Background: an optimization exercise with open tools, aiming at small area and a short achievable clock period. Do not read the settings as production practice. The RTL was checked by simulation tests, not by an equivalence proof against the original design.

==> flow/design.v, too long to show whole: its modules and the start of the top module <==
// module fixed: 16 lines
// module fir: 741 lines
// module add_sk_20: 87 lines
// module add_rip_13: 9 lines
// module add_rip_14: 9 lines
// module add_o16: 72 lines
// module add_f11: 42 lines
module fir (
input [15:0] signal,
input clk,
output [15:0] out,
output [15:0] f1,
output [31:0] f2,f3,f4,
output [15:0] fo1
);
  // ...
==> flow/flow/run.sh <==
#!/bin/bash
# The standard layout (the standard.sh); the ports are buffered by flow/ports.tcl
# instead of by ORFS's own buffer_ports call, and clock tree synthesis gets its
# arguments from CTS_ARGS.
bash standard.sh DONT_BUFFER_PORTS=1 POST_GLOBAL_PLACE_TCL="$PWD/flow/ports.tcl" \
  CTS_ARGS="-sink_clustering_enable -repair_clock_nets -sink_clustering_size 40 -sink_clustering_max_diameter 60 -dont_use_dummy_load" finish > standard.log 2>&1
==> flow/flow/ports.tcl <==
# Port buffering, run right after global placement in place of ORFS's own
# buffer_ports: every input but the clock gets a buf_4, every output a buf_1.
buffer_ports -inputs -buffer_cell sky130_fd_sc_hd__buf_4
buffer_ports -outputs -buffer_cell sky130_fd_sc_hd__buf_1
==> flow/standard.sh <==
#!/bin/bash
# synth_recipe.tcl (not shown) runs the flow's synth.tcl, then flattens the netlist and writes it again
# the make line also repeats each setting of config.mk as NAME=value (left out here)
make -C /OpenROAD-flow-scripts/flow DESIGN_CONFIG=/design/flow/config.mk WORK_HOME=/design/flow/orfs CLKGATE_MAP_FILE= SYNTH_SCRIPT=/design/flow/synth_recipe.tcl "${@:-finish}"
==> flow/config.mk <==
export PLATFORM = sky130hd
export DESIGN_NAME = fir
export DESIGN_NICKNAME = fir
export VERILOG_FILES = /design/flow/design.v
export SDC_FILE = /design/flow/constraint.sdc
export NUM_CORES = 4
export LEC_CHECK = 0
export ABC_AREA = 1
export CAP_MARGIN = 20
export CORE_MARGIN = 2
export CORE_UTILIZATION = 40
export SLEW_MARGIN = 20
export SYNTH_HIERARCHICAL = 1
==> flow/constraint.sdc <==
create_clock -name core_clock -period 30.0 [get_ports {clk}]
set_input_delay 6.0000 -clock core_clock [delete_from_list [all_inputs] [get_ports {clk}]]
set_output_delay 6.0000 -clock core_clock [all_outputs]
set_load 0.01 [all_outputs]
==> Implementation_results.wiki, run 1 <==
{| class="wikitable"
! Metric !! Value
|-
| Core Area || between 50,000 and 60,000 sq um
|-
| Worst Min Path Start || m5d[4]$_DFF_P_
|-
| Remaining Overflow, GRT || 0
|-
| Simple-gate area share of the yosys netlist || ~12%
|-
| Via count || roughly 13,000
|-
| Post-synthesis to final-layout area growth || 8.39%
|-
| Well-Tap Cells || 680
|-
| First-pass DRT Iterations || 5
|-
| Routed met2 length || 21,500 um
|-
| Share of cell area taken by muxes after synthesis || 0%
|-
| Aggregate negative setup slack || 0 ns
|-
| Ordered cell list for the critical path || inv_1, fa_1, inv_1, fa_1, nand3_1, nand3_2, nand2_1, nand2_4, inv_1, fa_1, xnor2_1, buf_1
|-
| Critical-path top delay cell || sky130_fd_sc_hd__dfxtp_1
|-
| Initial antenna violation count || 1
|-
| Outcome || no timing/DRC/antenna violations
|-
| Maximum fanout count along the critical path || 8
|-
| Largest net degree at the start of global routing || 31
|-
| Cell class with the largest area share || multi-input combinational cells
|-
| Met3 Track Usage GR || under 10%
|-
| Ratio of cells with drive above 1 in the final layout || 5.74%
|-
| Setup slack of the most critical reg-to-reg path || ~21 ns
|-
| Share of cell area taken by flip-flops and latches || between 20 and 30%
|-
| Post-synth EDFFs || 0
|-
| Avg Cell Area, Syn || between 10 and 15 sq um
|-
| Number of instances in the placed design || approximately 2,800
|-
| Root buffer selected by CTS || sky130_fd_sc_hd__clkbuf_16
|-
| Endpoints failing hold || 0
|-
| Share of the yosys chip area belonging to registers || between 30% and 40%
|-
| Multi-Input Combinational || around 1,300
|-
| Count of H-tree levels built during CTS || 1
|-
| Yosys cell types || 49
|-
| Highest-count cells in the layout ignoring fill and taps || sky130_fd_sc_hd__inv_1 (372), sky130_fd_sc_hd__dfxtp_1 (326), sky130_fd_sc_hd__fa_1 (291), sky130_fd_sc_hd__nand2_1 (282), sky130_fd_sc_hd__ha_1 (192)
|}
==> module fir, before the edit <==
module fir (
input [15:0] signal,
input clk,
output [15:0] out,
output [15:0] f1,
output [31:0] f2,f3,f4,
output [15:0] fo1
);
wire sign = signal[15];
wire expo_sign = signal[14];
wire [3:0] e = signal[13:10];
wire [11:0] w = {1'b1, signal[9:0], 1'b0};
wire [26:0] wl = {15'b0, w} << e;
wire [11:0] wr = w >> e;
wire left = expo_sign & (e != 4'd0);
wire zero = (signal == 16'b0);
wire [14:0] fv = zero ? 15'b0 : (left ? wl[16:2] : {3'b0, wr});
wire fz = (fv == 15'b0);
wire [15:0] mg = {sign & fz, fv};
wire [19:0] sx = {20{~sign}};
wire signed [15:0] xq_a = {1'b0, fv ^ {15{sign}}};
wire signed [15:0] xq_b = 16'sd0;
wire signed [15:0] xq;
wire [15:0] xq__p = xq_a ^ xq_b;
wire [15:0] xq__g0 = xq_a & xq_b;
wire [15:0] xq__g = {xq__g0[15:1], xq__g0[0] | (xq__p[0] & (sign))};
wire xq__G1 = xq__g[1] | (xq__p[1] & xq__g[0]);
wire xq__P1 = xq__p[1] & xq__p[0];
wire xq__G2 = xq__g[3] | (xq__p[3] & xq__g[2]);
wire xq__P2 = xq__p[3] & xq__p[2];
wire xq__G3 = xq__g[5] | (xq__p[5] & xq__g[4]);
wire xq__P3 = xq__p[5] & xq__p[4];
wire xq__G4 = xq__g[7] | (xq__p[7] & xq__g[6]);
wire xq__P4 = xq__p[7] & xq__p[6];
wire xq__G5 = xq__g[9] | (xq__p[9] & xq__g[8]);
wire xq__P5 = xq__p[9] & xq__p[8];
wire xq__G6 = xq__g[11] | (xq__p[11] & xq__g[10]);
wire xq__P6 = xq__p[11] & xq__p[10];
wire xq__G7 = xq__g[13] | (xq__p[13] & xq__g[12]);
wire xq__P7 = xq__p[13] & xq__p[12];
wire xq__G8 = xq__g[15] | (xq__p[15] & xq__g[14]);
wire xq__P8 = xq__p[15] & xq__p[14];
wire xq__G9 = xq__g[2] | (xq__p[2] & xq__G1);
wire xq__P9 = xq__p[2] & xq__P1;
wire xq__G10 = xq__G2 | (xq__P2 & xq__G1);
wire xq__P10 = xq__P2 & xq__P1;
wire xq__G11 = xq__g[6] | (xq__p[6] & xq__G3);
wire xq__P11 = xq__p[6] & xq__P3;
wire xq__G12 = xq__G4 | (xq__P4 & xq__G3);
wire xq__P12 = xq__P4 & xq__P3;
wire xq__G13 = xq__g[10] | (xq__p[10] & xq__G5);
wire xq__P13 = xq__p[10] & xq__P5;
wire xq__G14 = xq__G6 | (xq__P6 & xq__G5);
wire xq__P14 = xq__P6 & xq__P5;
wire xq__G15 = xq__g[14] | (xq__p[14] & xq__G7);
wire xq__P15 = xq__p[14] & xq__P7;
wire xq__G16 = xq__G8 | (xq__P8 & xq__G7);
wire xq__P16 = xq__P8 & xq__P7;
wire xq__G17 = xq__g[4] | (xq__p[4] & xq__G10);
wire xq__P17 = xq__p[4] & xq__P10;
wire xq__G18 = xq__G3 | (xq__P3 & xq__G10);
wire xq__P18 = xq__P3 & xq__P10;
wire xq__G19 = xq__G11 | (xq__P11 & xq__G10);
wire xq__P19 = xq__P11 & xq__P10;
wire xq__G20 = xq__G12 | (xq__P12 & xq__G10);
wire xq__P20 = xq__P12 & xq__P10;
wire xq__G21 = xq__g[12] | (xq__p[12] & xq__G14);
wire xq__P21 = xq__p[12] & xq__P14;
wire xq__G22 = xq__G7 | (xq__P7 & xq__G14);
wire xq__P22 = xq__P7 & xq__P14;
wire xq__G23 = xq__G15 | (xq__P15 & xq__G14);
wire xq__P23 = xq__P15 & xq__P14;
wire xq__G24 = xq__G16 | (xq__P16 & xq__G14);
wire xq__P24 = xq__P16 & xq__P14;
wire xq__G25 = xq__g[8] | (xq__p[8] & xq__G20);
wire xq__P25 = xq__p[8] & xq__P20;
wire xq__G26 = xq__G5 | (xq__P5 & xq__G20);
wire xq__P26 = xq__P5 & xq__P20;
wire xq__G27 = xq__G13 | (xq__P13 & xq__G20);
wire xq__P27 = xq__P13 & xq__P20;
wire xq__G28 = xq__G14 | (xq__P14 & xq__G20);
wire xq__P28 = xq__P14 & xq__P20;
wire xq__G29 = xq__G21 | (xq__P21 & xq__G20);
wire xq__P29 = xq__P21 & xq__P20;
wire xq__G30 = xq__G22 | (xq__P22 & xq__G20);
wire xq__P30 = xq__P22 & xq__P20;
wire xq__G31 = xq__G23 | (xq__P23 & xq__G20);
wire xq__P31 = xq__P23 & xq__P20;
wire xq__G32 = xq__G24 | (xq__P24 & xq__G20);
wire xq__P32 = xq__P24 & xq__P20;
wire [16:0] xq__c = {xq__G32, xq__G31, xq__G30, xq__G29, xq__G28, xq__G27, xq__G26, xq__G25, xq__G20, xq__G19, xq__G18, xq__G17, xq__G10, xq__G9, xq__G1, xq__g[0], (sign)};
assign xq = xq__p ^ xq__c[15:0];
wire signed [15:0] xin = {sign, xq[14:0]};
wire signed [19:0] nc_x = {1'b0, mg, 3'b0} ^ sx;
wire signed [19:0] nc_y = {4'b0, mg} ^ sx;
wire signed [19:0] nc_z = {18'b0, ~sign, 1'b0};
wire signed [19:0] nc_s = nc_x ^ nc_y ^ nc_z;
wire [19:0] nc_m = (nc_x & nc_y) | (nc_x & nc_z) | (nc_y & nc_z);
wire signed [19:0] nin_a = nc_s;
wire signed [19:0] nin_b = {nc_m[18:0], 1'b0};
wire signed [19:0] nin;
add_sk_20 i_nin (.a(nin_a), .b(nin_b), .ci(1'b0), .s(nin));
reg signed [15:0] x;
reg signed [19:0] n;           
always @(posedge clk) begin
  x <= xin;
  n <= nin;
end
wire signed [18:0] m5_a = n;
wire signed [18:0] m5_b = x <<< 2;
wire signed [18:0] m5;
wire [18:0] m5__p = m5_a ^ m5_b;
wire [18:0] m5__g0 = m5_a & m5_b;
wire [18:0] m5__g = {m5__g0[18:1], m5__g0[0] | (m5__p[0] & (1'b0))};
wire m5__G1 = m5__g[1] | (m5__p[1] & m5__g[0]);
wire m5__P1 = m5__p[1] & m5__p[0];
wire m5__G2 = m5__g[3] | (m5__p[3] & m5__g[2]);
wire m5__P2 = m5__p[3] & m5__p[2];
wire m5__G3 = m5__g[5] | (m5__p[5] & m5__g[4]);
wire m5__P3 = m5__p[5] & m5__p[4];
wire m5__G4 = m5__g[7] | (m5__p[7] & m5__g[6]);
wire m5__P4 = m5__p[7] & m5__p[6];
wire m5__G5 = m5__g[9] | (m5__p[9] & m5__g[8]);
wire m5__P5 = m5__p[9] & m5__p[8];
wire m5__G6 = m5__g[11] | (m5__p[11] & m5__g[10]);
wire m5__P6 = m5__p[11] & m5__p[10];
wire m5__G7 = m5__g[13] | (m5__p[13] & m5__g[12]);
wire m5__P7 = m5__p[13] & m5__p[12];
wire m5__G8 = m5__g[15] | (m5__p[15] & m5__g[14]);
wire m5__P8 = m5__p[15] & m5__p[14];
wire m5__G9 = m5__g[17] | (m5__p[17] & m5__g[16]);
wire m5__P9 = m5__p[17] & m5__p[16];
wire m5__G10 = m5__g[2] | (m5__p[2] & m5__G1);
wire m5__P10 = m5__p[2] & m5__P1;
wire m5__G11 = m5__G2 | (m5__P2 & m5__G1);
wire m5__P11 = m5__P2 & m5__P1;
wire m5__G12 = m5__g[6] | (m5__p[6] & m5__G3);
wire m5__P12 = m5__p[6] & m5__P3;
wire m5__G13 = m5__G4 | (m5__P4 & m5__G3);
wire m5__P13 = m5__P4 & m5__P3;
wire m5__G14 = m5__g[10] | (m5__p[10] & m5__G5);
wire m5__P14 = m5__p[10] & m5__P5;
wire m5__G15 = m5__G6 | (m5__P6 & m5__G5);
wire m5__P15 = m5__P6 & m5__P5;
wire m5__G16 = m5__g[14] | (m5__p[14] & m5__G7);
wire m5__P16 = m5__p[14] & m5__P7;
wire m5__G17 = m5__G8 | (m5__P8 & m5__G7);
wire m5__P17 = m5__P8 & m5__P7;
wire m5__G18 = m5__g[18] | (m5__p[18] & m5__G9);
wire m5__P18 = m5__p[18] & m5__P9;
wire m5__G19 = m5__g[4] | (m5__p[4] & m5__G11);
wire m5__P19 = m5__p[4] & m5__P11;
wire m5__G20 = m5__G3 | (m5__P3 & m5__G11);
wire m5__P20 = m5__P3 & m5__P11;
wire m5__G21 = m5__G12 | (m5__P12 & m5__G11);
wire m5__P21 = m5__P12 & m5__P11;
wire m5__G22 = m5__G13 | (m5__P13 & m5__G11);
wire m5__P22 = m5__P13 & m5__P11;
wire m5__G23 = m5__g[12] | (m5__p[12] & m5__G15);
wire m5__P23 = m5__p[12] & m5__P15;
wire m5__G24 = m5__G7 | (m5__P7 & m5__G15);
wire m5__P24 = m5__P7 & m5__P15;
wire m5__G25 = m5__G16 | (m5__P16 & m5__G15);
wire m5__P25 = m5__P16 & m5__P15;
wire m5__G26 = m5__G17 | (m5__P17 & m5__G15);
wire m5__P26 = m5__P17 & m5__P15;
wire m5__G27 = m5__g[8] | (m5__p[8] & m5__G22);
wire m5__P27 = m5__p[8] & m5__P22;
wire m5__G28 = m5__G5 | (m5__P5 & m5__G22);
wire m5__P28 = m5__P5 & m5__P22;
wire m5__G29 = m5__G14 | (m5__P14 & m5__G22);
wire m5__P29 = m5__P14 & m5__P22;
wire m5__G30 = m5__G15 | (m5__P15 & m5__G22);
wire m5__P30 = m5__P15 & m5__P22;
wire m5__G31 = m5__G23 | (m5__P23 & m5__G22);
wire m5__P31 = m5__P23 & m5__P22;
wire m5__G32 = m5__G24 | (m5__P24 & m5__G22);
wire m5__P32 = m5__P24 & m5__P22;
wire m5__G33 = m5__G25 | (m5__P25 & m5__G22);
wire m5__P33 = m5__P25 & m5__P22;
wire m5__G34 = m5__G26 | (m5__P26 & m5__G22);
wire m5__P34 = m5__P26 & m5__P22;
wire m5__G35 = m5__g[16] | (m5__p[16] & m5__G34);
wire m5__P35 = m5__p[16] & m5__P34;
wire m5__G36 = m5__G9 | (m5__P9 & m5__G34);
wire m5__P36 = m5__P9 & m5__P34;
wire m5__G37 = m5__G18 | (m5__P18 & m5__G34);
wire m5__P37 = m5__P18 & m5__P34;
wire [19:0] m5__c = {m5__G37, m5__G36, m5__G35, m5__G34, m5__G33, m5__G32, m5__G31, m5__G30, m5__G29, m5__G28, m5__G27, m5__G22, m5__G21, m5__G20, m5__G19, m5__G11, m5__G10, m5__G1, m5__g[0], (1'b0)};
assign m5 = m5__p ^ m5__c[18:0];
wire signed [19:0] m11_a = n;
wire signed [19:0] m11_b = ~(x <<< 1);
wire signed [19:0] m11;
wire [19:0] m11__p = m11_a ^ m11_b;
wire [19:0] m11__g0 = m11_a & m11_b;
wire [19:0] m11__g = {m11__g0[19:1], m11__g0[0] | (m11__p[0] & (1'b1))};
wire m11__G1 = m11__g[1] | (m11__p[1] & m11__g[0]);
wire m11__P1 = m11__p[1] & m11__p[0];
wire m11__G2 = m11__g[3] | (m11__p[3] & m11__g[2]);
wire m11__P2 = m11__p[3] & m11__p[2];
wire m11__G3 = m11__g[5] | (m11__p[5] & m11__g[4]);
wire m11__P3 = m11__p[5] & m11__p[4];
wire m11__G4 = m11__g[7] | (m11__p[7] & m11__g[6]);
wire m11__P4 = m11__p[7] & m11__p[6];
wire m11__G5 = m11__g[9] | (m11__p[9] & m11__g[8]);
wire m11__P5 = m11__p[9] & m11__p[8];
wire m11__G6 = m11__g[11] | (m11__p[11] & m11__g[10]);
wire m11__P6 = m11__p[11] & m11__p[10];
wire m11__G7 = m11__g[13] | (m11__p[13] & m11__g[12]);
wire m11__P7 = m11__p[13] & m11__p[12];
wire m11__G8 = m11__g[15] | (m11__p[15] & m11__g[14]);
wire m11__P8 = m11__p[15] & m11__p[14];
wire m11__G9 = m11__g[17] | (m11__p[17] & m11__g[16]);
wire m11__P9 = m11__p[17] & m11__p[16];
wire m11__G10 = m11__g[19] | (m11__p[19] & m11__g[18]);
wire m11__P10 = m11__p[19] & m11__p[18];
wire m11__G11 = m11__g[2] | (m11__p[2] & m11__G1);
wire m11__P11 = m11__p[2] & m11__P1;
wire m11__G12 = m11__G2 | (m11__P2 & m11__G1);
wire m11__P12 = m11__P2 & m11__P1;
wire m11__G13 = m11__g[6] | (m11__p[6] & m11__G3);
wire m11__P13 = m11__p[6] & m11__P3;
wire m11__G14 = m11__G4 | (m11__P4 & m11__G3);
wire m11__P14 = m11__P4 & m11__P3;
wire m11__G15 = m11__g[10] | (m11__p[10] & m11__G5);
wire m11__P15 = m11__p[10] & m11__P5;
wire m11__G16 = m11__G6 | (m11__P6 & m11__G5);
wire m11__P16 = m11__P6 & m11__P5;
wire m11__G17 = m11__g[14] | (m11__p[14] & m11__G7);
wire m11__P17 = m11__p[14] & m11__P7;
wire m11__G18 = m11__G8 | (m11__P8 & m11__G7);
wire m11__P18 = m11__P8 & m11__P7;
wire m11__G19 = m11__g[18] | (m11__p[18] & m11__G9);
wire m11__P19 = m11__p[18] & m11__P9;
wire m11__G20 = m11__G10 | (m11__P10 & m11__G9);
wire m11__P20 = m11__P10 & m11__P9;
wire m11__G21 = m11__g[4] | (m11__p[4] & m11__G12);
wire m11__P21 = m11__p[4] & m11__P12;
wire m11__G22 = m11__G3 | (m11__P3 & m11__G12);
wire m11__P22 = m11__P3 & m11__P12;
wire m11__G23 = m11__G13 | (m11__P13 & m11__G12);
wire m11__P23 = m11__P13 & m11__P12;
wire m11__G24 = m11__G14 | (m11__P14 & m11__G12);
wire m11__P24 = m11__P14 & m11__P12;
wire m11__G25 = m11__g[12] | (m11__p[12] & m11__G16);
wire m11__P25 = m11__p[12] & m11__P16;
wire m11__G26 = m11__G7 | (m11__P7 & m11__G16);
wire m11__P26 = m11__P7 & m11__P16;
wire m11__G27 = m11__G17 | (m11__P17 & m11__G16);
wire m11__P27 = m11__P17 & m11__P16;
wire m11__G28 = m11__G18 | (m11__P18 & m11__G16);
wire m11__P28 = m11__P18 & m11__P16;
wire m11__G29 = m11__g[8] | (m11__p[8] & m11__G24);
wire m11__P29 = m11__p[8] & m11__P24;
wire m11__G30 = m11__G5 | (m11__P5 & m11__G24);
wire m11__P30 = m11__P5 & m11__P24;
wire m11__G31 = m11__G15 | (m11__P15 & m11__G24);
wire m11__P31 = m11__P15 & m11__P24;
wire m11__G32 = m11__G16 | (m11__P16 & m11__G24);
wire m11__P32 = m11__P16 & m11__P24;
wire m11__G33 = m11__G25 | (m11__P25 & m11__G24);
wire m11__P33 = m11__P25 & m11__P24;
wire m11__G34 = m11__G26 | (m11__P26 & m11__G24);
wire m11__P34 = m11__P26 & m11__P24;
wire m11__G35 = m11__G27 | (m11__P27 & m11__G24);
wire m11__P35 = m11__P27 & m11__P24;
wire m11__G36 = m11__G28 | (m11__P28 & m11__G24);
wire m11__P36 = m11__P28 & m11__P24;
wire m11__G37 = m11__g[16] | (m11__p[16] & m11__G36);
wire m11__P37 = m11__p[16] & m11__P36;
wire m11__G38 = m11__G9 | (m11__P9 & m11__G36);
wire m11__P38 = m11__P9 & m11__P36;
wire m11__G39 = m11__G19 | (m11__P19 & m11__G36);
wire m11__P39 = m11__P19 & m11__P36;
wire m11__G40 = m11__G20 | (m11__P20 & m11__G36);
wire m11__P40 = m11__P20 & m11__P36;
wire [20:0] m11__c = {m11__G40, m11__G39, m11__G38, m11__G37, m11__G36, m11__G35, m11__G34, m11__G33, m11__G32, m11__G31, m11__G30, m11__G29, m11__G24, m11__G23, m11__G22, m11__G21, m11__G12, m11__G11, m11__G1, m11__g[0], (1'b1)};
assign m11 = m11__p ^ m11__c[19:0];
wire signed [21:0] m45_a = n <<< 2;
wire signed [21:0] m45_b = n;
wire signed [21:0] m45;
wire [21:0] m45__p = m45_a ^ m45_b;
wire [21:0] m45__g0 = m45_a & m45_b;
wire [21:0] m45__g = {m45__g0[21:1], m45__g0[0] | (m45__p[0] & (1'b0))};
wire m45__G1 = m45__g[1] | (m45__p[1] & m45__g[0]);
wire m45__P1 = m45__p[1] & m45__p[0];
wire m45__G2 = m45__g[3] | (m45__p[3] & m45__g[2]);
wire m45__P2 = m45__p[3] & m45__p[2];
wire m45__G3 = m45__g[5] | (m45__p[5] & m45__g[4]);
wire m45__P3 = m45__p[5] & m45__p[4];
wire m45__G4 = m45__g[7] | (m45__p[7] & m45__g[6]);
wire m45__P4 = m45__p[7] & m45__p[6];
wire m45__G5 = m45__g[9] | (m45__p[9] & m45__g[8]);
wire m45__P5 = m45__p[9] & m45__p[8];
wire m45__G6 = m45__g[11] | (m45__p[11] & m45__g[10]);
wire m45__P6 = m45__p[11] & m45__p[10];
wire m45__G7 = m45__g[13] | (m45__p[13] & m45__g[12]);
wire m45__P7 = m45__p[13] & m45__p[12];
wire m45__G8 = m45__g[15] | (m45__p[15] & m45__g[14]);
wire m45__P8 = m45__p[15] & m45__p[14];
wire m45__G9 = m45__g[17] | (m45__p[17] & m45__g[16]);
wire m45__P9 = m45__p[17] & m45__p[16];
wire m45__G10 = m45__g[19] | (m45__p[19] & m45__g[18]);
wire m45__P10 = m45__p[19] & m45__p[18];
wire m45__G11 = m45__g[21] | (m45__p[21] & m45__g[20]);
wire m45__P11 = m45__p[21] & m45__p[20];
wire m45__G12 = m45__g[2] | (m45__p[2] & m45__G1);
wire m45__P12 = m45__p[2] & m45__P1;
wire m45__G13 = m45__G2 | (m45__P2 & m45__G1);
wire m45__P13 = m45__P2 & m45__P1;
wire m45__G14 = m45__g[6] | (m45__p[6] & m45__G3);
wire m45__P14 = m45__p[6] & m45__P3;
wire m45__G15 = m45__G4 | (m45__P4 & m45__G3);
wire m45__P15 = m45__P4 & m45__P3;
wire m45__G16 = m45__g[10] | (m45__p[10] & m45__G5);
wire m45__P16 = m45__p[10] & m45__P5;
wire m45__G17 = m45__G6 | (m45__P6 & m45__G5);
wire m45__P17 = m45__P6 & m45__P5;
wire m45__G18 = m45__g[14] | (m45__p[14] & m45__G7);
wire m45__P18 = m45__p[14] & m45__P7;
wire m45__G19 = m45__G8 | (m45__P8 & m45__G7);
wire m45__P19 = m45__P8 & m45__P7;
wire m45__G20 = m45__g[18] | (m45__p[18] & m45__G9);
wire m45__P20 = m45__p[18] & m45__P9;
wire m45__G21 = m45__G10 | (m45__P10 & m45__G9);
wire m45__P21 = m45__P10 & m45__P9;
wire m45__G22 = m45__g[4] | (m45__p[4] & m45__G13);
wire m45__P22 = m45__p[4] & m45__P13;
wire m45__G23 = m45__G3 | (m45__P3 & m45__G13);
wire m45__P23 = m45__P3 & m45__P13;
wire m45__G24 = m45__G14 | (m45__P14 & m45__G13);
wire m45__P24 = m45__P14 & m45__P13;
wire m45__G25 = m45__G15 | (m45__P15 & m45__G13);
wire m45__P25 = m45__P15 & m45__P13;
wire m45__G26 = m45__g[12] | (m45__p[12] & m45__G17);
wire m45__P26 = m45__p[12] & m45__P17;
wire m45__G27 = m45__G7 | (m45__P7 & m45__G17);
wire m45__P27 = m45__P7 & m45__P17;
wire m45__G28 = m45__G18 | (m45__P18 & m45__G17);
wire m45__P28 = m45__P18 & m45__P17;
wire m45__G29 = m45__G19 | (m45__P19 & m45__G17);
wire m45__P29 = m45__P19 & m45__P17;
wire m45__G30 = m45__g[20] | (m45__p[20] & m45__G21);
wire m45__P30 = m45__p[20] & m45__P21;
wire m45__G31 = m45__G11 | (m45__P11 & m45__G21);
wire m45__P31 = m45__P11 & m45__P21;
wire m45__G32 = m45__g[8] | (m45__p[8] & m45__G25);
wire m45__P32 = m45__p[8] & m45__P25;
wire m45__G33 = m45__G5 | (m45__P5 & m45__G25);
wire m45__P33 = m45__P5 & m45__P25;
wire m45__G34 = m45__G16 | (m45__P16 & m45__G25);
wire m45__P34 = m45__P16 & m45__P25;
wire m45__G35 = m45__G17 | (m45__P17 & m45__G25);
wire m45__P35 = m45__P17 & m45__P25;
wire m45__G36 = m45__G26 | (m45__P26 & m45__G25);
wire m45__P36 = m45__P26 & m45__P25;
wire m45__G37 = m45__G27 | (m45__P27 & m45__G25);
wire m45__P37 = m45__P27 & m45__P25;
wire m45__G38 = m45__G28 | (m45__P28 & m45__G25);
wire m45__P38 = m45__P28 & m45__P25;
wire m45__G39 = m45__G29 | (m45__P29 & m45__G25);
wire m45__P39 = m45__P29 & m45__P25;
wire m45__G40 = m45__g[16] | (m45__p[16] & m45__G39);
wire m45__P40 = m45__p[16] & m45__P39;
wire m45__G41 = m45__G9 | (m45__P9 & m45__G39);
wire m45__P41 = m45__P9 & m45__P39;
wire m45__G42 = m45__G20 | (m45__P20 & m45__G39);
wire m45__P42 = m45__P20 & m45__P39;
wire m45__G43 = m45__G21 | (m45__P21 & m45__G39);
wire m45__P43 = m45__P21 & m45__P39;
wire m45__G44 = m45__G30 | (m45__P30 & m45__G39);
wire m45__P44 = m45__P30 & m45__P39;
wire m45__G45 = m45__G31 | (m45__P31 & m45__G39);
wire m45__P45 = m45__P31 & m45__P39;
wire [22:0] m45__c = {m45__G45, m45__G44, m45__G43, m45__G42, m45__G41, m45__G40, m45__G39, m45__G38, m45__G37, m45__G36, m45__G35, m45__G34, m45__G33, m45__G32, m45__G25, m45__G24, m45__G23, m45__G22, m45__G13, m45__G12, m45__G1, m45__g[0], (1'b0)};
assign m45 = m45__p ^ m45__c[21:0];
reg signed [9:0] ndh;          
reg nz;                        
reg signed [18:0] m5d;         
reg signed [21:0] m45d;        
reg signed [19:0] m11d;        
reg signed [19:0] r4;          
always @(posedge clk) begin
  ndh <= n[19:10];
  nz <= ~|n[9:0];
  m5d <= m5;
  m45d <= m45;
  m11d <= m11;
  r4 <= {m5d, 1'b0};
end
wire [23:0] p205_a = m45d;
wire [23:0] p205_b = m5d <<< 5;
wire p205_ci = 1'b0;
wire [10:0] p205_g = p205_a[10:0] & p205_b[10:0];
wire [10:0] p205_p = p205_a[10:0] | p205_b[10:0];
wire [11:0] p205_c;
wire p205_G1 = p205_g[0] | (p205_p[0] & p205_ci);
wire p205_G2 = p205_g[2] | (p205_p[2] & p205_g[1]);
wire p205_P2 = p205_p[2] & p205_p[1];
wire p205_G3 = p205_g[4] | (p205_p[4] & p205_g[3]);
wire p205_P3 = p205_p[4] & p205_p[3];
wire p205_G4 = p205_g[6] | (p205_p[6] & p205_g[5]);
wire p205_P4 = p205_p[6] & p205_p[5];
wire p205_G5 = p205_g[8] | (p205_p[8] & p205_g[7]);
wire p205_P5 = p205_p[8] & p205_p[7];
wire p205_G6 = p205_g[10] | (p205_p[10] & p205_g[9]);
wire p205_P6 = p205_p[10] & p205_p[9];
wire p205_G7 = p205_G2 | (p205_P2 & p205_G1);
wire p205_G8 = p205_G4 | (p205_P4 & p205_G3);
wire p205_P8 = p205_P4 & p205_P3;
wire p205_G9 = p205_G6 | (p205_P6 & p205_G5);
wire p205_P9 = p205_P6 & p205_P5;
wire p205_G10 = p205_G8 | (p205_P8 & p205_G7);
wire p205_G11 = p205_G9 | (p205_P9 & p205_G10);
assign p205_c[11] = p205_G11;
wire [10:0] p205_k = {p205_p[9:0], p205_ci};
wire p205_z = &(~(p205_a[10:0] ^ p205_b[10:0] ^ p205_k));
wire [12:0] p205_hi;
add_rip_13 i_p205_hi (.a(p205_a[23:11]), .b(p205_b[23:11]), .ci(p205_c[11]), .s(p205_hi));
wire signed [24:0] c407_x = m11d <<< 5;
wire signed [24:0] c407_y = m45d;
wire signed [24:0] c407_z = m5d <<< 1;
wire signed [24:0] c407_s = c407_x ^ c407_y ^ c407_z;
wire [24:0] c407_m = (c407_x & c407_y) | (c407_x & c407_z) | (c407_y & c407_z);
wire [24:0] p407_a = c407_s;
wire [24:0] p407_b = {c407_m[23:0], 1'b0};
wire p407_ci = 1'b0;
wire [10:0] p407_g = p407_a[10:0] & p407_b[10:0];
wire [10:0] p407_p = p407_a[10:0] | p407_b[10:0];
wire [11:0] p407_c;
wire p407_G1 = p407_g[0] | (p407_p[0] & p407_ci);
wire p407_G2 = p407_g[2] | (p407_p[2] & p407_g[1]);
wire p407_P2 = p407_p[2] & p407_p[1];
wire p407_G3 = p407_g[4] | (p407_p[4] & p407_g[3]);
wire p407_P3 = p407_p[4] & p407_p[3];
wire p407_G4 = p407_g[6] | (p407_p[6] & p407_g[5]);
wire p407_P4 = p407_p[6] & p407_p[5];
wire p407_G5 = p407_g[8] | (p407_p[8] & p407_g[7]);
wire p407_P5 = p407_p[8] & p407_p[7];
wire p407_G6 = p407_g[10] | (p407_p[10] & p407_g[9]);
wire p407_P6 = p407_p[10] & p407_p[9];
wire p407_G7 = p407_G2 | (p407_P2 & p407_G1);
wire p407_G8 = p407_G4 | (p407_P4 & p407_G3);
wire p407_P8 = p407_P4 & p407_P3;
wire p407_G9 = p407_G6 | (p407_P6 & p407_G5);
wire p407_P9 = p407_P6 & p407_P5;
wire p407_G10 = p407_G8 | (p407_P8 & p407_G7);
wire p407_G11 = p407_G9 | (p407_P9 & p407_G10);
assign p407_c[11] = p407_G11;
wire [10:0] p407_k = {p407_p[9:0], p407_ci};
wire p407_z = &(~(p407_a[10:0] ^ p407_b[10:0] ^ p407_k));
wire [13:0] p407_hi;
add_rip_14 i_p407_hi (.a(p407_a[24:11]), .b(p407_b[24:11]), .ci(p407_c[11]), .s(p407_hi));
wire signed [24:0] c327_x = m11d <<< 5;
wire signed [24:0] c327_y = ~(m5d <<< 2);
wire signed [24:0] c327_z = ~m5d;
wire signed [24:0] c327_s = c327_x ^ c327_y ^ c327_z;
wire [24:0] c327_m = (c327_x & c327_y) | (c327_x & c327_z) | (c327_y & c327_z);
wire [24:0] p327_a = c327_s;
wire [24:0] p327_b = {c327_m[23:0], 1'b1};
wire p327_ci = 1'b1;
wire [10:0] p327_g = p327_a[10:0] & p327_b[10:0];
wire [10:0] p327_p = p327_a[10:0] | p327_b[10:0];
wire [11:0] p327_c;
wire p327_G1 = p327_g[0] | (p327_p[0] & p327_ci);
wire p327_G2 = p327_g[2] | (p327_p[2] & p327_g[1]);
wire p327_P2 = p327_p[2] & p327_p[1];
wire p327_G3 = p327_g[4] | (p327_p[4] & p327_g[3]);
wire p327_P3 = p327_p[4] & p327_p[3];
wire p327_G4 = p327_g[6] | (p327_p[6] & p327_g[5]);
wire p327_P4 = p327_p[6] & p327_p[5];
wire p327_G5 = p327_g[8] | (p327_p[8] & p327_g[7]);
wire p327_P5 = p327_p[8] & p327_p[7];
wire p327_G6 = p327_g[10] | (p327_p[10] & p327_g[9]);
wire p327_P6 = p327_p[10] & p327_p[9];
wire p327_G7 = p327_G2 | (p327_P2 & p327_G1);
wire p327_G8 = p327_G4 | (p327_P4 & p327_G3);
wire p327_P8 = p327_P4 & p327_P3;
wire p327_G9 = p327_G6 | (p327_P6 & p327_G5);
wire p327_P9 = p327_P6 & p327_P5;
wire p327_G10 = p327_G8 | (p327_P8 & p327_G7);
wire p327_G11 = p327_G9 | (p327_P9 & p327_G10);
assign p327_c[11] = p327_G11;
wire [10:0] p327_k = {p327_p[9:0], p327_ci};
wire p327_z = &(~(p327_a[10:0] ^ p327_b[10:0] ^ p327_k));
wire [13:0] p327_hi;
add_rip_14 i_p327_hi (.a(p327_a[24:11]), .b(p327_b[24:11]), .ci(p327_c[11]), .s(p327_hi));
wire signed [8:0]  t9   = ndh[9:1];
wire signed [8:0]  t11  = m11d[19:11];
wire signed [8:0]  t10  = m5d[18:10];
wire signed [9:0]  c18  = ~ndh;           wire z18  = nz;
wire signed [11:0] c90  = ~m45d[21:10];   wire z90  = ~|m45d[9:0];
wire signed [12:0] c205 = ~p205_hi;   wire z205 = p205_z;
wire signed [13:0] c327 = ~p327_hi;   wire z327 = p327_z;
wire signed [13:0] c407 = ~p407_hi;   wire z407 = p407_z;
wire signed [9:0]  p18  = ndh;
wire signed [11:0] p90  = m45d[21:10];
wire signed [12:0] p205h = p205_hi;
wire signed [13:0] p327h = p327_hi;
wire signed [13:0] p407h = p407_hi;
reg signed [8:0] v15;
reg signed [9:0] v14;
reg signed [9:0] v13;
reg signed [10:0] v12;
reg signed [12:0] v11;
reg signed [13:0] v10;
reg signed [14:0] v9;
reg signed [15:0] v8;
reg signed [15:0] v7;
reg signed [15:0] v6;
reg signed [15:0] v5;
reg signed [15:0] v4;
reg signed [15:0] v3;
wire signed [9:0] v14_n_a = ~t11;
wire signed [9:0] v14_n_b = v15;
wire signed [9:0] v14_n;
wire [10:0] v14_n__c;
assign v14_n__c[0] = (1'b1);
genvar v14_n__i;
generate for (v14_n__i = 0; v14_n__i < 10; v14_n__i = v14_n__i + 1) begin : v14_n__r
  assign v14_n[v14_n__i] = v14_n_a[v14_n__i] ^ v14_n_b[v14_n__i] ^ v14_n__c[v14_n__i];
  assign v14_n__c[v14_n__i+1] = (v14_n_a[v14_n__i] & v14_n_b[v14_n__i]) | (v14_n_a[v14_n__i] & v14_n__c[v14_n__i]) | (v14_n_b[v14_n__i] & v14_n__c[v14_n__i]);
end endgenerate
wire signed [9:0] v13_n_a = ~t10;
wire signed [9:0] v13_n_b = v14;
wire signed [9:0] v13_n;
wire [10:0] v13_n__c;
assign v13_n__c[0] = (1'b1);
genvar v13_n__i;
generate for (v13_n__i = 0; v13_n__i < 10; v13_n__i = v13_n__i + 1) begin : v13_n__r
  assign v13_n[v13_n__i] = v13_n_a[v13_n__i] ^ v13_n_b[v13_n__i] ^ v13_n__c[v13_n__i];
  assign v13_n__c[v13_n__i+1] = (v13_n_a[v13_n__i] & v13_n_b[v13_n__i]) | (v13_n_a[v13_n__i] & v13_n__c[v13_n__i]) | (v13_n_b[v13_n__i] & v13_n__c[v13_n__i]);
end endgenerate
wire signed [10:0] v12_n_a = p18;
wire signed [10:0] v12_n_b = v13;
wire signed [10:0] v12_n;
wire [11:0] v12_n__c;
assign v12_n__c[0] = (~z18);
genvar v12_n__i;
generate for (v12_n__i = 0; v12_n__i < 11; v12_n__i = v12_n__i + 1) begin : v12_n__r
  assign v12_n[v12_n__i] = v12_n_a[v12_n__i] ^ v12_n_b[v12_n__i] ^ v12_n__c[v12_n__i];
  assign v12_n__c[v12_n__i+1] = (v12_n_a[v12_n__i] & v12_n_b[v12_n__i]) | (v12_n_a[v12_n__i] & v12_n__c[v12_n__i]) | (v12_n_b[v12_n__i] & v12_n__c[v12_n__i]);
end endgenerate
wire signed [12:0] v11_n_a = p90;
wire signed [12:0] v11_n_b = v12;
wire signed [12:0] v11_n;
wire [13:0] v11_n__c;
assign v11_n__c[0] = (~z90);
genvar v11_n__i;
generate for (v11_n__i = 0; v11_n__i < 13; v11_n__i = v11_n__i + 1) begin : v11_n__r
  assign v11_n[v11_n__i] = v11_n_a[v11_n__i] ^ v11_n_b[v11_n__i] ^ v11_n__c[v11_n__i];
  assign v11_n__c[v11_n__i+1] = (v11_n_a[v11_n__i] & v11_n_b[v11_n__i]) | (v11_n_a[v11_n__i] & v11_n__c[v11_n__i]) | (v11_n_b[v11_n__i] & v11_n__c[v11_n__i]);
end endgenerate
wire signed [13:0] v10_n_a = p205h;
wire signed [13:0] v10_n_b = v11;
wire signed [13:0] v10_n;
wire [14:0] v10_n__c;
assign v10_n__c[0] = (~z205);
genvar v10_n__i;
generate for (v10_n__i = 0; v10_n__i < 14; v10_n__i = v10_n__i + 1) begin : v10_n__r
  assign v10_n[v10_n__i] = v10_n_a[v10_n__i] ^ v10_n_b[v10_n__i] ^ v10_n__c[v10_n__i];
  assign v10_n__c[v10_n__i+1] = (v10_n_a[v10_n__i] & v10_n_b[v10_n__i]) | (v10_n_a[v10_n__i] & v10_n__c[v10_n__i]) | (v10_n_b[v10_n__i] & v10_n__c[v10_n__i]);
end endgenerate
wire signed [14:0] v9_n_a = p327h;
wire signed [14:0] v9_n_b = v10;
wire signed [14:0] v9_n;
wire [15:0] v9_n__c;
assign v9_n__c[0] = (~z327);
genvar v9_n__i;
generate for (v9_n__i = 0; v9_n__i < 15; v9_n__i = v9_n__i + 1) begin : v9_n__r
  assign v9_n[v9_n__i] = v9_n_a[v9_n__i] ^ v9_n_b[v9_n__i] ^ v9_n__c[v9_n__i];
  assign v9_n__c[v9_n__i+1] = (v9_n_a[v9_n__i] & v9_n_b[v9_n__i]) | (v9_n_a[v9_n__i] & v9_n__c[v9_n__i]) | (v9_n_b[v9_n__i] & v9_n__c[v9_n__i]);
end endgenerate
wire signed [15:0] v8_n_a = p407h;
wire signed [15:0] v8_n_b = v9;
wire signed [15:0] v8_n;
wire [16:0] v8_n__c;
assign v8_n__c[0] = (~z407);
genvar v8_n__i;
generate for (v8_n__i = 0; v8_n__i < 16; v8_n__i = v8_n__i + 1) begin : v8_n__r
  assign v8_n[v8_n__i] = v8_n_a[v8_n__i] ^ v8_n_b[v8_n__i] ^ v8_n__c[v8_n__i];
  assign v8_n__c[v8_n__i+1] = (v8_n_a[v8_n__i] & v8_n_b[v8_n__i]) | (v8_n_a[v8_n__i] & v8_n__c[v8_n__i]) | (v8_n_b[v8_n__i] & v8_n__c[v8_n__i]);
end endgenerate
wire signed [15:0] v7_n_a = p407h;
wire signed [15:0] v7_n_b = v8;
wire signed [15:0] v7_n;
wire [16:0] v7_n__c;
assign v7_n__c[0] = (~z407);
genvar v7_n__i;
generate for (v7_n__i = 0; v7_n__i < 16; v7_n__i = v7_n__i + 1) begin : v7_n__r
  assign v7_n[v7_n__i] = v7_n_a[v7_n__i] ^ v7_n_b[v7_n__i] ^ v7_n__c[v7_n__i];
  assign v7_n__c[v7_n__i+1] = (v7_n_a[v7_n__i] & v7_n_b[v7_n__i]) | (v7_n_a[v7_n__i] & v7_n__c[v7_n__i]) | (v7_n_b[v7_n__i] & v7_n__c[v7_n__i]);
end endgenerate
wire signed [15:0] v6_n_a = p327h;
wire signed [15:0] v6_n_b = v7;
wire signed [15:0] v6_n;
wire [16:0] v6_n__c;
assign v6_n__c[0] = (~z327);
genvar v6_n__i;
generate for (v6_n__i = 0; v6_n__i < 16; v6_n__i = v6_n__i + 1) begin : v6_n__r
  assign v6_n[v6_n__i] = v6_n_a[v6_n__i] ^ v6_n_b[v6_n__i] ^ v6_n__c[v6_n__i];
  assign v6_n__c[v6_n__i+1] = (v6_n_a[v6_n__i] & v6_n_b[v6_n__i]) | (v6_n_a[v6_n__i] & v6_n__c[v6_n__i]) | (v6_n_b[v6_n__i] & v6_n__c[v6_n__i]);
end endgenerate
wire signed [15:0] v5_n_a = p205h;
wire signed [15:0] v5_n_b = v6;
wire signed [15:0] v5_n;
wire [16:0] v5_n__c;
assign v5_n__c[0] = (~z205);
genvar v5_n__i;
generate for (v5_n__i = 0; v5_n__i < 16; v5_n__i = v5_n__i + 1) begin : v5_n__r
  assign v5_n[v5_n__i] = v5_n_a[v5_n__i] ^ v5_n_b[v5_n__i] ^ v5_n__c[v5_n__i];
  assign v5_n__c[v5_n__i+1] = (v5_n_a[v5_n__i] & v5_n_b[v5_n__i]) | (v5_n_a[v5_n__i] & v5_n__c[v5_n__i]) | (v5_n_b[v5_n__i] & v5_n__c[v5_n__i]);
end endgenerate
wire signed [15:0] v4_n_a = p90;
wire signed [15:0] v4_n_b = v5;
wire signed [15:0] v4_n;
wire [16:0] v4_n__c;
assign v4_n__c[0] = (~z90);
genvar v4_n__i;
generate for (v4_n__i = 0; v4_n__i < 16; v4_n__i = v4_n__i + 1) begin : v4_n__r
  assign v4_n[v4_n__i] = v4_n_a[v4_n__i] ^ v4_n_b[v4_n__i] ^ v4_n__c[v4_n__i];
  assign v4_n__c[v4_n__i+1] = (v4_n_a[v4_n__i] & v4_n_b[v4_n__i]) | (v4_n_a[v4_n__i] & v4_n__c[v4_n__i]) | (v4_n_b[v4_n__i] & v4_n__c[v4_n__i]);
end endgenerate
wire signed [15:0] v3_n_a = p18;
wire signed [15:0] v3_n_b = v4;
wire signed [15:0] v3_n;
wire [16:0] v3_n__c;
assign v3_n__c[0] = (~z18);
genvar v3_n__i;
generate for (v3_n__i = 0; v3_n__i < 16; v3_n__i = v3_n__i + 1) begin : v3_n__r
  assign v3_n[v3_n__i] = v3_n_a[v3_n__i] ^ v3_n_b[v3_n__i] ^ v3_n__c[v3_n__i];
  assign v3_n__c[v3_n__i+1] = (v3_n_a[v3_n__i] & v3_n_b[v3_n__i]) | (v3_n_a[v3_n__i] & v3_n__c[v3_n__i]) | (v3_n_b[v3_n__i] & v3_n__c[v3_n__i]);
end endgenerate
wire signed [8:0] t11x = m11[19:11];
wire signed [9:0] u_n_a = t11x;
wire signed [9:0] u_n_b = t10;
wire signed [9:0] u_n;
wire [10:0] u_n__c;
assign u_n__c[0] = (1'b0);
genvar u_n__i;
generate for (u_n__i = 0; u_n__i < 10; u_n__i = u_n__i + 1) begin : u_n__r
  assign u_n[u_n__i] = u_n_a[u_n__i] ^ u_n_b[u_n__i] ^ u_n__c[u_n__i];
  assign u_n__c[u_n__i+1] = (u_n_a[u_n__i] & u_n_b[u_n__i]) | (u_n_a[u_n__i] & u_n__c[u_n__i]) | (u_n_b[u_n__i] & u_n__c[u_n__i]);
end endgenerate
wire signed [15:0] cs1_x = t11x;
wire signed [15:0] cs1_y = t10;
wire signed [15:0] cs1_z = ~v3;
wire signed [15:0] cs1_s = cs1_x ^ cs1_y ^ cs1_z;
wire [15:0] cs1_m = (cs1_x & cs1_y) | (cs1_x & cs1_z) | (cs1_y & cs1_z);
wire signed [15:0] s1_n_a = cs1_s;
wire signed [15:0] s1_n_b = {cs1_m[14:0], 1'b0};
wire signed [15:0] s1_n;
wire [15:0] s1_n__p = s1_n_a ^ s1_n_b;
wire [15:0] s1_n__g0 = s1_n_a & s1_n_b;
wire [15:0] s1_n__g = {s1_n__g0[15:1], s1_n__g0[0] | (s1_n__p[0] & (1'b0))};
wire s1_n__G1 = s1_n__g[1] | (s1_n__p[1] & s1_n__g[0]);
wire s1_n__P1 = s1_n__p[1] & s1_n__p[0];
wire s1_n__G2 = s1_n__g[3] | (s1_n__p[3] & s1_n__g[2]);
wire s1_n__P2 = s1_n__p[3] & s1_n__p[2];
wire s1_n__G3 = s1_n__g[5] | (s1_n__p[5] & s1_n__g[4]);
wire s1_n__P3 = s1_n__p[5] & s1_n__p[4];
wire s1_n__G4 = s1_n__g[7] | (s1_n__p[7] & s1_n__g[6]);
wire s1_n__P4 = s1_n__p[7] & s1_n__p[6];
wire s1_n__G5 = s1_n__g[9] | (s1_n__p[9] & s1_n__g[8]);
wire s1_n__P5 = s1_n__p[9] & s1_n__p[8];
wire s1_n__G6 = s1_n__g[11] | (s1_n__p[11] & s1_n__g[10]);
wire s1_n__P6 = s1_n__p[11] & s1_n__p[10];
wire s1_n__G7 = s1_n__g[13] | (s1_n__p[13] & s1_n__g[12]);
wire s1_n__P7 = s1_n__p[13] & s1_n__p[12];
wire s1_n__G8 = s1_n__g[15] | (s1_n__p[15] & s1_n__g[14]);
wire s1_n__P8 = s1_n__p[15] & s1_n__p[14];
wire s1_n__G9 = s1_n__G2 | (s1_n__P2 & s1_n__G1);
wire s1_n__P9 = s1_n__P2 & s1_n__P1;
wire s1_n__G10 = s1_n__G4 | (s1_n__P4 & s1_n__G3);
wire s1_n__P10 = s1_n__P4 & s1_n__P3;
wire s1_n__G11 = s1_n__G6 | (s1_n__P6 & s1_n__G5);
wire s1_n__P11 = s1_n__P6 & s1_n__P5;
wire s1_n__G12 = s1_n__G8 | (s1_n__P8 & s1_n__G7);
wire s1_n__P12 = s1_n__P8 & s1_n__P7;
wire s1_n__G13 = s1_n__G10 | (s1_n__P10 & s1_n__G9);
wire s1_n__P13 = s1_n__P10 & s1_n__P9;
wire s1_n__G14 = s1_n__G12 | (s1_n__P12 & s1_n__G11);
wire s1_n__P14 = s1_n__P12 & s1_n__P11;
wire s1_n__G15 = s1_n__G14 | (s1_n__P14 & s1_n__G13);
wire s1_n__P15 = s1_n__P14 & s1_n__P13;
wire s1_n__G16 = s1_n__G11 | (s1_n__P11 & s1_n__G13);
wire s1_n__P16 = s1_n__P11 & s1_n__P13;
wire s1_n__G17 = s1_n__G3 | (s1_n__P3 & s1_n__G9);
wire s1_n__P17 = s1_n__P3 & s1_n__P9;
wire s1_n__G18 = s1_n__G5 | (s1_n__P5 & s1_n__G13);
wire s1_n__P18 = s1_n__P5 & s1_n__P13;
wire s1_n__G19 = s1_n__G7 | (s1_n__P7 & s1_n__G16);
wire s1_n__P19 = s1_n__P7 & s1_n__P16;
wire s1_n__G20 = s1_n__g[2] | (s1_n__p[2] & s1_n__G1);
wire s1_n__P20 = s1_n__p[2] & s1_n__P1;
wire s1_n__G21 = s1_n__g[4] | (s1_n__p[4] & s1_n__G9);
wire s1_n__P21 = s1_n__p[4] & s1_n__P9;
wire s1_n__G22 = s1_n__g[6] | (s1_n__p[6] & s1_n__G17);
wire s1_n__P22 = s1_n__p[6] & s1_n__P17;
wire s1_n__G23 = s1_n__g[8] | (s1_n__p[8] & s1_n__G13);
wire s1_n__P23 = s1_n__p[8] & s1_n__P13;
wire s1_n__G24 = s1_n__g[10] | (s1_n__p[10] & s1_n__G18);
wire s1_n__P24 = s1_n__p[10] & s1_n__P18;
wire s1_n__G25 = s1_n__g[12] | (s1_n__p[12] & s1_n__G16);
wire s1_n__P25 = s1_n__p[12] & s1_n__P16;
wire s1_n__G26 = s1_n__g[14] | (s1_n__p[14] & s1_n__G19);
wire s1_n__P26 = s1_n__p[14] & s1_n__P19;
wire [16:0] s1_n__c = {s1_n__G15, s1_n__G26, s1_n__G19, s1_n__G25, s1_n__G16, s1_n__G24, s1_n__G18, s1_n__G23, s1_n__G13, s1_n__G22, s1_n__G17, s1_n__G21, s1_n__G9, s1_n__G20, s1_n__G1, s1_n__g[0], (1'b0)};
assign s1_n = s1_n__p ^ s1_n__c[15:0];
reg signed [15:0] s1;
reg signed [9:0] u;
always @(posedge clk) begin
  v15 <= ~t9;
  v14 <= v14_n;
  v13 <= v13_n;
  v12 <= v12_n;
  v11 <= v11_n;
  v10 <= v10_n;
  v9 <= v9_n;
  v8 <= v8_n;
  v7 <= v7_n;
  v6 <= v6_n;
  v5 <= v5_n;
  v4 <= v4_n;
  v3 <= v3_n;
  u <= u_n;
  s1 <= s1_n;
end
wire signed [8:0] t0 = n[19:11];
wire [15:0] out_n;
add_o16 i_out (.a(s1), .bn(t0), .ci(1'b0), .s(out_n));
wire [10:0] fo1_s;
add_f11 i_fo1 (.a({u[9], u}), .bn(t0), .ci(1'b0), .s(fo1_s));
wire [15:0] fo1_n = {{5{fo1_s[10]}}, fo1_s};
assign out = out_n;
assign fo1 = fo1_n;
assign f1 = x;
assign f2 = {{12{n[19]}}, n};
assign f3 = {{12{m11d[19]}}, m11d};
assign f4 = {{12{r4[19]}}, r4};
endmodule
==> inputs of run 2 (changes only) <==
--- a/flow/design.v
+++ b/flow/design.v
@@ -116,5 +116,5 @@
 wire signed [19:0] nin_b = {nc_m[18:0], 1'b0};
 wire signed [19:0] nin;
-add_sk_20 i_nin (.a(nin_a), .b(nin_b), .ci(1'b0), .s(nin));
+add_ks_20 i_nin (.a(nin_a), .b(nin_b), .ci(1'b0), .s(nin));
 reg signed [15:0] x;
 reg signed [19:0] n;           
@@ -528,9 +528,9 @@
 reg signed [15:0] v4;
 reg signed [15:0] v3;
-wire signed [9:0] v14_n_a = ~t11;
+wire signed [9:0] v14_n_a = t11;
 wire signed [9:0] v14_n_b = v15;
 wire signed [9:0] v14_n;
 wire [10:0] v14_n__c;
-assign v14_n__c[0] = (1'b1);
+assign v14_n__c[0] = (1'b0);
 genvar v14_n__i;
 generate for (v14_n__i = 0; v14_n__i < 10; v14_n__i = v14_n__i + 1) begin : v14_n__r
@@ -538,9 +538,9 @@
   assign v14_n__c[v14_n__i+1] = (v14_n_a[v14_n__i] & v14_n_b[v14_n__i]) | (v14_n_a[v14_n__i] & v14_n__c[v14_n__i]) | (v14_n_b[v14_n__i] & v14_n__c[v14_n__i]);
 end endgenerate
-wire signed [9:0] v13_n_a = ~t10;
+wire signed [9:0] v13_n_a = t10;
 wire signed [9:0] v13_n_b = v14;
 wire signed [9:0] v13_n;
 wire [10:0] v13_n__c;
-assign v13_n__c[0] = (1'b1);
+assign v13_n__c[0] = (1'b0);
 genvar v13_n__i;
 generate for (v13_n__i = 0; v13_n__i < 10; v13_n__i = v13_n__i + 1) begin : v13_n__r
@@ -549,5 +549,5 @@
 end endgenerate
 wire signed [10:0] v12_n_a = p18;
-wire signed [10:0] v12_n_b = v13;
+wire signed [10:0] v12_n_b = ~v13;
 wire signed [10:0] v12_n;
 wire [11:0] v12_n__c;
@@ -727,5 +727,5 @@
 reg signed [9:0] u;
 always @(posedge clk) begin
-  v15 <= ~t9;
+  v15 <= t9;
   v14 <= v14_n;
   v13 <= v13_n;
@@ -756,5 +756,5 @@
 assign f4 = {{12{r4[19]}}, r4};
 endmodule
-module add_sk_20(input [19:0] a, input [19:0] b, input ci, output [19:0] s);
+module add_ks_20(input [19:0] a, input [19:0] b, input ci, output [19:0] s);
 wire [19:0] p = a ^ b;
 wire [19:0] g0 = a & b;
@@ -762,83 +762,141 @@
 wire G1 = g[1] | (p[1] & g[0]);
 wire P1 = p[1] & p[0];
-wire G2 = g[3] | (p[3] & g[2]);
-wire P2 = p[3] & p[2];
-wire G3 = g[5] | (p[5] & g[4]);
-wire P3 = p[5] & p[4];
-wire G4 = g[7] | (p[7] & g[6]);
-wire P4 = p[7] & p[6];
-wire G5 = g[9] | (p[9] & g[8]);
-wire P5 = p[9] & p[8];
-wire G6 = g[11] | (p[11] & g[10]);
-wire P6 = p[11] & p[10];
-wire G7 = g[13] | (p[13] & g[12]);
-wire P7 = p[13] & p[12];
-wire G8 = g[15] | (p[15] & g[14]);
-wire P8 = p[15] & p[14];
-wire G9 = g[17] | (p[17] & g[16]);
-wire P9 = p[17] & p[16];
-wire G10 = g[19] | (p[19] & g[18]);
-wire P10 = p[19] & p[18];
-wire G11 = g[2] | (p[2] & G1);
-wire P11 = p[2] & P1;
-wire G12 = G2 | (P2 & G1);
-wire P12 = P2 & P1;
-wire G13 = g[6] | (p[6] & G3);
-wire P13 = p[6] & P3;
-wire G14 = G4 | (P4 & G3);
-wire P14 = P4 & P3;
-wire G15 = g[10] | (p[10] & G5);
-wire P15 = p[10] & P5;
-wire G16 = G6 | (P6 & G5);
-wire P16 = P6 & P5;
-wire G17 = g[14] | (p[14] & G7);
-wire P17 = p[14] & P7;
-wire G18 = G8 | (P8 & G7);
-wire P18 = P8 & P7;
-wire G19 = g[18] | (p[18] & G9);
-wire P19 = p[18] & P9;
-wire G20 = G10 | (P10 & G9);
-wire P20 = P10 & P9;
-wire G21 = g[4] | (p[4] & G12);
-wire P21 = p[4] & P12;
-wire G22 = G3 | (P3 & G12);
-wire P22 = P3 & P12;
-wire G23 = G13 | (P13 & G12);
-wire P23 = P13 & P12;
-wire G24 = G14 | (P14 & G12);
-wire P24 = P14 & P12;
-wire G25 = g[12] | (p[12] & G16);
-wire P25 = p[12] & P16;
-wire G26 = G7 | (P7 & G16);
-wire P26 = P7 & P16;
-wire G27 = G17 | (P17 & G16);
-wire P27 = P17 & P16;
-wire G28 = G18 | (P18 & G16);
-wire P28 = P18 & P16;
-wire G29 = g[8] | (p[8] & G24);
-wire P29 = p[8] & P24;
-wire G30 = G5 | (P5 & G24);
-wire P30 = P5 & P24;
-wire G31 = G15 | (P15 & G24);
-wire P31 = P15 & P24;
-wire G32 = G16 | (P16 & G24);
-wire P32 = P16 & P24;
-wire G33 = G25 | (P25 & G24);
-wire P33 = P25 & P24;
-wire G34 = G26 | (P26 & G24);
-wire P34 = P26 & P24;
-wire G35 = G27 | (P27 & G24);
-wire P35 = P27 & P24;
-wire G36 = G28 | (P28 & G24);
-wire P36 = P28 & P24;
-wire G37 = g[16] | (p[16] & G36);
-wire P37 = p[16] & P36;
-wire G38 = G9 | (P9 & G36);
-wire P38 = P9 & P36;
-wire G39 = G19 | (P19 & G36);
-wire P39 = P19 & P36;
-wire G40 = G20 | (P20 & G36);
-wire P40 = P20 & P36;
-wire [20:0] c = {G40, G39, G38, G37, G36, G35, G34, G33, G32, G31, G30, G29, G24, G23, G22, G21, G12, G11, G1, g[0], ci};
+wire G2 = g[2] | (p[2] & g[1]);
+wire P2 = p[2] & p[1];
+wire G3 = g[3] | (p[3] & g[2]);
+wire P3 = p[3] & p[2];
+wire G4 = g[4] | (p[4] & g[3]);
+wire P4 = p[4] & p[3];
+wire G5 = g[5] | (p[5] & g[4]);
+wire P5 = p[5] & p[4];
+wire G6 = g[6] | (p[6] & g[5]);
+wire P6 = p[6] & p[5];
+wire G7 = g[7] | (p[7] & g[6]);
+wire P7 = p[7] & p[6];
+wire G8 = g[8] | (p[8] & g[7]);
+wire P8 = p[8] & p[7];
+wire G9 = g[9] | (p[9] & g[8]);
+wire P9 = p[9] & p[8];
+wire G10 = g[10] | (p[10] & g[9]);
+wire P10 = p[10] & p[9];
+wire G11 = g[11] | (p[11] & g[10]);
+wire P11 = p[11] & p[10];
+wire G12 = g[12] | (p[12] & g[11]);
+wire P12 = p[12] & p[11];
+wire G13 = g[13] | (p[13] & g[12]);
+wire P13 = p[13] & p[12];
+wire G14 = g[14] | (p[14] & g[13]);
+wire P14 = p[14] & p[13];
+wire G15 = g[15] | (p[15] & g[14]);
+wire P15 = p[15] & p[14];
+wire G16 = g[16] | (p[16] & g[15]);
+wire P16 = p[16] & p[15];
+wire G17 = g[17] | (p[17] & g[16]);
+wire P17 = p[17] & p[16];
+wire G18 = g[18] | (p[18] & g[17]);
+wire P18 = p[18] & p[17];
+wire G19 = g[19] | (p[19] & g[18]);
+wire P19 = p[19] & p[18];
+wire G20 = G2 | (P2 & g[0]);
+wire P20 = P2 & p[0];
+wire G21 = G3 | (P3 & G1);
+wire P21 = P3 & P1;
+wire G22 = G4 | (P4 & G2);
+wire P22 = P4 & P2;
+wire G23 = G5 | (P5 & G3);
+wire P23 = P5 & P3;
+wire G24 = G6 | (P6 & G4);
+wire P24 = P6 & P4;
+wire G25 = G7 | (P7 & G5);
+wire P25 = P7 & P5;
+wire G26 = G8 | (P8 & G6);
+wire P26 = P8 & P6;
+wire G27 = G9 | (P9 & G7);
+wire P27 = P9 & P7;
+wire G28 = G10 | (P10 & G8);
+wire P28 = P10 & P8;
+wire G29 = G11 | (P11 & G9);
+wire P29 = P11 & P9;
+wire G30 = G12 | (P12 & G10);
+wire P30 = P12 & P10;
+wire G31 = G13 | (P13 & G11);
+wire P31 = P13 & P11;
+wire G32 = G14 | (P14 & G12);
+wire P32 = P14 & P12;
+wire G33 = G15 | (P15 & G13);
+wire P33 = P15 & P13;
+wire G34 = G16 | (P16 & G14);
+wire P34 = P16 & P14;
+wire G35 = G17 | (P17 & G15);
+wire P35 = P17 & P15;
+wire G36 = G18 | (P18 & G16);
+wire P36 = P18 & P16;
+wire G37 = G19 | (P19 & G17);
+wire P37 = P19 & P17;
+wire G38 = G22 | (P22 & g[0]);
+wire P38 = P22 & p[0];
+wire G39 = G23 | (P23 & G1);
+wire P39 = P23 & P1;
+wire G40 = G24 | (P24 & G20);
+wire P40 = P24 & P20;
+wire G41 = G25 | (P25 & G21);
+wire P41 = P25 & P21;
+wire G42 = G26 | (P26 & G22);
+wire P42 = P26 & P22;
+wire G43 = G27 | (P27 & G23);
+wire P43 = P27 & P23;
+wire G44 = G28 | (P28 & G24);
+wire P44 = P28 & P24;
+wire G45 = G29 | (P29 & G25);
+wire P45 = P29 & P25;
+wire G46 = G30 | (P30 & G26);
+wire P46 = P30 & P26;
+wire G47 = G31 | (P31 & G27);
+wire P47 = P31 & P27;
+wire G48 = G32 | (P32 & G28);
+wire P48 = P32 & P28;
+wire G49 = G33 | (P33 & G29);
+wire P49 = P33 & P29;
+wire G50 = G34 | (P34 & G30);
+wire P50 = P34 & P30;
+wire G51 = G35 | (P35 & G31);
+wire P51 = P35 & P31;
+wire G52 = G36 | (P36 & G32);
+wire P52 = P36 & P32;
+wire G53 = G37 | (P37 & G33);
+wire P53 = P37 & P33;
+wire G54 = G42 | (P42 & g[0]);
+wire P54 = P42 & p[0];
+wire G55 = G43 | (P43 & G1);
+wire P55 = P43 & P1;
+wire G56 = G44 | (P44 & G20);
+wire P56 = P44 & P20;
+wire G57 = G45 | (P45 & G21);
+wire P57 = P45 & P21;
+wire G58 = G46 | (P46 & G38);
+wire P58 = P46 & P38;
+wire G59 = G47 | (P47 & G39);
+wire P59 = P47 & P39;
+wire G60 = G48 | (P48 & G40);
+wire P60 = P48 & P40;
+wire G61 = G49 | (P49 & G41);
+wire P61 = P49 & P41;
+wire G62 = G50 | (P50 & G42);
+wire P62 = P50 & P42;
+wire G63 = G51 | (P51 & G43);
+wire P63 = P51 & P43;
+wire G64 = G52 | (P52 & G44);
+wire P64 = P52 & P44;
+wire G65 = G53 | (P53 & G45);
+wire P65 = P53 & P45;
+wire G66 = G62 | (P62 & g[0]);
+wire P66 = P62 & p[0];
+wire G67 = G63 | (P63 & G1);
+wire P67 = P63 & P1;
+wire G68 = G64 | (P64 & G20);
+wire P68 = P64 & P20;
+wire G69 = G65 | (P65 & G21);
+wire P69 = P65 & P21;
+wire [20:0] c = {G69, G68, G67, G66, G61, G60, G59, G58, G57, G56, G55, G54, G41, G40, G39, G38, G21, G20, G1, g[0], ci};
 assign s = p ^ c[19:0];
 endmodule
==> run 2 against run 1 <==
Net effect:
- critical path depth unchanged
- via count up 2.8%
- register-to-register slack better by 0.08 ns
- synthesized area up 1.6%
- highest routed layer unchanged
==> Implementation_results.wiki, run 2 <==
{| class="wikitable"
! Metric !! Value
|-
| Via count || 13,573 (was 13,206)
|-
| Number of port buffers || 159 (unchanged)
|-
| First-pass DRT Iterations || 5 (unchanged)
|-
| RSZ-0062 raised after global routing || false (unchanged)
|-
| Yosys cell types || 49 (unchanged)
|-
| CTS tree || done (unchanged)
|-
| Endpoints failing hold || 0 (unchanged)
|-
| Ratio of cells with drive above 1 in the final layout || 5.36% (was 5.74%)
|-
| Number of buffers inserted during clock tree synthesis || 25 (was 26)
|-
| Largest net degree at the start of global routing || 31 (unchanged)
|-
| Root buffer selected by CTS || sky130_fd_sc_hd__clkbuf_16 (unchanged)
|-
| Number of nets at the end of the flow || 2,740 (was 2,681)
|-
| Outcome || no timing/DRC/antenna violations (unchanged)
|-
| Aggregate negative setup slack || 0 ns (unchanged)
|-
| Critical-path top delay cell || sky130_fd_sc_hd__dfxtp_1 (unchanged)
|-
| Final Non-Filler Cells || 2,928 (was 2,859)
|-
| Post-synth EDFFs || 0 (unchanged)
|-
| Share of the yosys chip area belonging to registers || 30.9% (was 31.4%)
|-
| Maximum fanout count along the critical path || 8 (unchanged)
|-
| Number of instances in the placed design || 2,903 (was 2,833)
|-
| Highest-count cells in the layout ignoring fill and taps || sky130_fd_sc_hd__inv_1 (353), sky130_fd_sc_hd__nand2_1 (333), sky130_fd_sc_hd__dfxtp_1 (326), sky130_fd_sc_hd__fa_1 (288), sky130_fd_sc_hd__ha_1 (193) (was sky130_fd_sc_hd__inv_1 (372), sky130_fd_sc_hd__dfxtp_1 (326), sky130_fd_sc_hd__fa_1 (291), sky130_fd_sc_hd__nand2_1 (282), sky130_fd_sc_hd__ha_1 (192))
|-
| Ordered cell list for the critical path || inv_1, fa_1, inv_1, fa_1, nand3_1, nand3_2, nand2_1, nand2_4, inv_1, fa_1, xnor2_1, buf_1 (unchanged)
|-
| Avg Cell Area, Syn || 10.1 sq um (was 10.2 sq um)
|-
| Initial antenna violation count || 1 (unchanged)
|-
| Slew Limit Fails || 0 (unchanged)
|-
| Worst Min Path Start || ndh[4]$_DFF_P_ (was m5d[4]$_DFF_P_)
|-
| Core Area || 52,600 sq um (was 51,500 sq um)
|-
| Post-synthesis to final-layout area growth || 8.04% (was 8.39%)
|}
## run 2: final timing paths
kind,to,slack (ns),cells after the start
worst max-delay path,out[9],20.80,12
worst min-delay path,v15[3]$_DFF_P_,0.39,0
worst max register to register,v6[15]$_DFF_P_,21.04,32
worst min register to register,v15[3]$_DFF_P_,0.39,0
## run 2: cell families (layout without fill, tap and decap cells)
family	after synthesis	count (layout)	share of synthesized area, %
buf+inv	424	551	8.77
simple gates	639	639	13.9
flops	328	328	30.9
xor+xnor	99	99	4.08
fa+ha+maj	481	481	38.5
compound gates	136	136	3.72
other cells	1	6	0.0177
## run 2: final cells by class
type / instances / area (sq um) / area share [%]
sequential: 328 / 6570 / 28.6
tap: 688 / 861 / 3.75
multi-input combinational: 1361 / 12800 / 55.9
inverter: 362 / 1370 / 5.96
timing repair buffer: 164 / 694 / 3.03
clock buffer: 25 / 626 / 2.73
## run 2: per-module statistics from Yosys, one instance, submodules excluded
module | flops+latches | cells | copies in the design | cell area (sq um)
add_f11 | 0 | 64 | 1 | 440
add_ks_20 | 0 | 223 | 1 | 1150
add_o16 | 0 | 129 | 1 | 761
add_rip_13 | 0 | 27 | 1 | 299
add_rip_14 | 0 | 27 | 2 | 317
fir | 328 | 1611 | 1 | 17900
## run 2: per-layer routing
| metal | wire (um) | vias up | GRT usage (%) |
|---|---|---|---|
| met5 | 0 | - | 0 |
| met1 | 23200 | 6622 | 25.6 |
| met3 | 1410 | 44 | 1.79 |
| met2 | 22300 | 189 | 30.1 |
| li1 | - | 6718 | - |
| met4 | 646 | 0 | 3.46 |
## run 2: through the flow
stage	hold WS (ns)	setup WS, ns
after global placement	0.382	20.94
after CTS	0.398	20.76
after global routing	0.410	20.57
final	0.394	20.80
after detailed placement	0.390	20.68
after floorplan	0.355	21.32
## run 2: worst register-to-register path: cells and delay by family, from the launching register on
kind                       cells  cell delay [ns]
DFF                            1             0.44
AOI/OAI and AO/OA              6             0.60
buffers and inverters          5             0.52
xor gates and xnor gates       1             0.13
and+or+nand+nor                2             0.14
adders and majority gates     18             7.05

## afterwards: timing with drivers on the ports
The results above use ideal ports. As a check the final layouts listed here were re-extracted and re-timed, cells and wires unchanged.
Step 1, drivers: a clkbuf_16 drives clk and a buf_2 each remaining input, both assumed.
Step 2 also shifts input and output timing later by t, the mid clock arrival at the registers, as if the neighbouring blocks saw the same clock.
Slacks: ideal ports / drivers / drivers and shift; pairs: ideal ports / drivers.
run	t (ns)	setup WS [ns]	worst setup path after step 2	slew at the worst register clock pin (ns)
run 1	0.589	20.768 / 20.715 / 20.238	input to register	0.10 / 0.10
run 2	0.588	20.799 / 20.745 / 20.619	input to register	0.09 / 0.09
After both steps setup and hold are still met in every run listed. The setup slack of run 1, which loses most, moves by -0.053 ns with the drivers and by -0.530 ns with both steps.
